This design comes from an exercise in tuning for small area on the open sky130 flow, not from production work.
Where RTL was checked, it was by simulation tests only, not by an equivalence proof against the original.

Setup of run a:
// Car_Simulator_Top
module Car_Simulator_Top (
    input CLK,
    input RST,  
    input KEY_1, KEY_2, KEY_3, KEY_4, KEY_5, KEY_6,
    input KEY_7, KEY_8, KEY_9, KEY_STAR, KEY_0, KEY_SHARP,
    input [7:0] DIP_SW,
    output SPI_SCK, SPI_AD, SPI_DIN, input SPI_DOUT,
    output [7:0] SEG_DATA, SEG_COM,
    output PIEZO,
    output [7:0] LED,
    output LCD_RS, LCD_RW, LCD_E, output [7:0] LCD_DATA,
    output [7:0] SEG_1_DATA,
    output SERVO_PWM,
    output [3:0] FC_RED, output [3:0] FC_GREEN, output [3:0] FC_BLUE,
    output [3:0] STEP_MOTOR
);
For scale: about 3500 cells after synthesis, ~87 I/O pins, about 22000 sq um of cells after synthesis.
==> flow/config.mk <==
export PLATFORM = sky130hd
export DESIGN_NAME = Car_Simulator_Top
export DESIGN_NICKNAME = Car_Simulator_Top
export VERILOG_FILES = /design/flow/design.v
export SDC_FILE = /design/flow/constraint.sdc
export NUM_CORES = 4
export LEC_CHECK = 0
export ABC_AREA = 1
export CAP_MARGIN = 20
export CORE_MARGIN = 2
export CORE_UTILIZATION = 40
export SLEW_MARGIN = 20
==> flow/constraint.sdc <==
create_clock -name core_clock -period 125.0 [get_ports {CLK}]
set_input_delay 25.0000 -clock core_clock [delete_from_list [all_inputs] [get_ports {CLK}]]
set_output_delay 25.0000 -clock core_clock [all_outputs]
set_load 0.01 [all_outputs]
standard.sh (not shown) runs the stock make flow with config.mk's settings and CLKGATE_MAP_FILE= SYNTH_SCRIPT=/design/flow/synth_recipe.tcl, a recipe that flattens the netlist after the stock synthesis.
==> flow/flow/run.sh <==
#!/bin/bash
# Own layout flow: the standard synthesis, then the combinational logic is
# re-mapped with a stronger ABC script (every flip-flop of the standard synthesis
# is kept, with its name and cell), then the standard flow from floorplan to
# the final layout, with small port buffers and a clock tree without dummy loads.
set -euo pipefail
W=$PWD
P=${FLOW_PLATFORM:-sky130hd}
LIB=$FLOW_HOME/platforms/$P/lib/sky130_fd_sc_hd__tt_025C_1v80.lib
R=$W/orfs/results/$P/Car_Simulator_Top/base
L=$W/orfs/logs/$P/Car_Simulator_Top/base

# 1. standard synthesis
bash standard.sh synth > $W/log_1_standard_synth.log 2>&1
cp $R/1_2_yosys.v $W/synth_standard.v

# 2. combinational cell models from the liberty file
yosys -q -l $W/log_2_cells.log -p "read_liberty -ignore_miss_func $LIB; write_verilog -noattr $W/allcells.v" > /dev/null 2>&1
python3 $W/flow/comb_cells.py $W/allcells.v $W/comb_cells.v > $W/log_3_comb_cells.log 2>&1

# 3. re-map (same don't-use cells as the standard synthesis)
DU=$(grep -o "abc -script.*" $L/1_2_yosys.log | head -1 | grep -o -- "-dont_use [^ ]*" | tr '\n' ' ' || true)
sed -e "s|{LIB}|$LIB|g" -e "s|{IN}|$W/synth_standard.v|" -e "s|{TOP}|$FLOW_TOP|" \
    -e "s|{CELLS}|$W/comb_cells.v|" -e "s|{ABC}|$W/flow/area.abc|" -e "s|{DONTUSE}|$DU|" \
    -e "s|{STAT}|$W/synth_remap_stat.txt|" -e "s|{OUT}|$W/synth_remap.v|" $W/flow/remap.ys > $W/remap.ys
yosys -l $W/log_4_remap.log -s $W/remap.ys > /dev/null 2>&1
cp $W/synth_remap.v $R/1_2_yosys.v
rm -f $R/1_synth.odb $R/1_synth.sdc

# 4. standard flow from the re-mapped netlist
export BUFFER_PORTS_ARGS="-buffer_cell sky130_fd_sc_hd__buf_1"
export CTS_ARGS="-sink_clustering_enable -repair_clock_nets -dont_use_dummy_load -buf_list sky130_fd_sc_hd__clkbuf_16 -sink_clustering_size 30 -sink_clustering_max_diameter 100"
bash standard.sh finish > $W/log_5_standard_flow.log 2>&1
Other scripts of this flow, unchanged in this note and not shown: flow/flow/area.abc, flow/flow/comb_cells.py, flow/flow/remap.ys
Here is what was changed in the inputs of run b compared with run a.
--- a/flow/design.v
+++ b/flow/design.v
@@ -376,60 +376,60 @@
                 b[7:4] = a3(b[7:4]);
                 b[11:8] = a3(b[11:8]);
                 b = {b[10:0], v[i]};
             end
             bcd8 = b;
         end
     endfunction
     wire [15:0] rpm_bcd = bcd13(rpm[12:0]);
     wire [6:0] rpm_div100 = add(add({rpm_bcd[15:12], 3'b0}, {rpm_bcd[15:12], 1'b0}, 1'b0), rpm_bcd[11:8], 1'b0);
     reg [12:0] fuel_acc;
     reg [7:0]  temp;
     reg [4:0]  temp_acc;
-    reg [15:0] dist_acc;         
+    reg [16:0] dist_acc;
     reg        odo_p;            
     wire rpm_gt3500 = ge(rpm, 3501);
     reg tact, tup, tclr;
     reg [4:0] tthr;
     always @(*) begin
         tact = 1'b0; tup = 1'b0; tclr = 1'b0; tthr = 5'd20;
         if (engine_on && rpm_gt3500) begin
             tact = ~ge(temp, 130); tup = 1'b1; tthr = 5'd3;
         end else if (engine_on) begin
             if (!ge(temp, 90)) begin tact = 1'b1; tup = 1'b1; tthr = 5'd10; end
             else if (temp != 8'd90) begin tact = 1'b1; tthr = 5'd15; end
             else tclr = 1'b1;
         end else begin
             tact = ge(temp, 26);
         end
     end
     reg dsub;
     wire dact = engine_on & ~spd0;
-    reg [15:0] dop;
+    reg [16:0] dop;
     reg dstep;
     always @(*) begin
         dstep = dact;
         case (c250)
-            8'd246: dop = dsub ? 16'hec78 : {1'b0, speed, 7'b0};     
-            8'd247: begin dop = {speed, 3'b0}; dstep = dact & ~dsub; end
-            8'd248: begin dop = {speed, 1'b0}; dstep = dact & ~dsub; end
-            8'd249: begin dop = {8'b0, speed}; dstep = dact & ~dsub; end
-            default: begin dop = 16'd0; dstep = 1'b0; end
+            8'd246: dop = dsub ? 17'h1d8f0 : {1'b0, speed, 8'b0};
+            8'd247: begin dop = {speed, 4'b0}; dstep = dact & ~dsub; end
+            8'd248: begin dop = {speed, 2'b0}; dstep = dact & ~dsub; end
+            8'd249: begin dop = {speed, 1'b0}; dstep = dact & ~dsub; end
+            default: begin dop = 17'd0; dstep = 1'b0; end
         endcase
     end
     always @(posedge CLK) begin
         if (rst) begin
             dist_acc <= 0; dsub <= 0;
         end else begin
-            if (c250 == 8'd245) dsub <= ge(dist_acc, 5000);
+            if (c250 == 8'd245) dsub <= ge(dist_acc, 10000);
             if (dstep) dist_acc <= add(dist_acc, dop, 1'b0);
         end
     end
     always @(posedge CLK) begin
         if (rst) begin
             F <= 7'd100; fop <= 0; fuel_acc <= 0; temp <= 8'd25; temp_acc <= 0; odo_p <= 0;
         end else begin
             if (fop == 2'd3) F <= 0;
             else if (fop != 2'd0) F <= add(F, fop[1] ? 7'h78 : 7'h7f, 1'b0);
             fop <= 0;
             odo_p <= 0;
             if (tick_1s) begin
Notes after the runs:
- Number of multi-input combinational cells in the layout, run b and run a: smaller value in run b
- Post-route worst setup slack: run b better than run a
- In the reports for run b and run a, the larger maximum frequency belongs to run b.
- Against run a, run b comes in 0.50 points lower on final critical-path share of the clock period.
- Run b reports a lower combined area of the multi-input logic cells than run a does.
- In terms of layout-stage area growth over the synthesis result, run b and run a differ only marginally.
For run b, only the layout was checked, not whether the RTL still works.

static timing again, ports no longer ideal:
The flow's constraints put no driver on any port. The routed layouts listed below were extracted and timed again, unchanged, in two steps. Step 1: set_driving_cell puts a clkbuf_16 on CLK and a buf_2 on each other input, an assumption about the parent block. Step 2 adds t to the input delays and takes it off the output delays; t is the mean of the earliest and latest rising clock arrival at the registers after step 1. Input paths then give back, and output paths get back, about the clock's delay inside the block. Slacks: no drivers / after step 1 / after step 2; pairs: no drivers / after step 1.
| run | t (ns) | setup slack, ns | worst setup path at the end | latest minus earliest clock arrival (ns) |
|---|---|---|---|---|
| run a | 0.587 | 69.616 / 69.594 / 69.594 | input to output | 0.070 / 0.070 |
| run b | 0.595 | 70.234 / 70.209 / 70.209 | input to output | 0.058 / 0.057 |
After both steps setup and hold are still met in every run listed. The setup slack of run b, which loses most, moves by -0.025 ns with the drivers and by -0.025 ns with both steps.
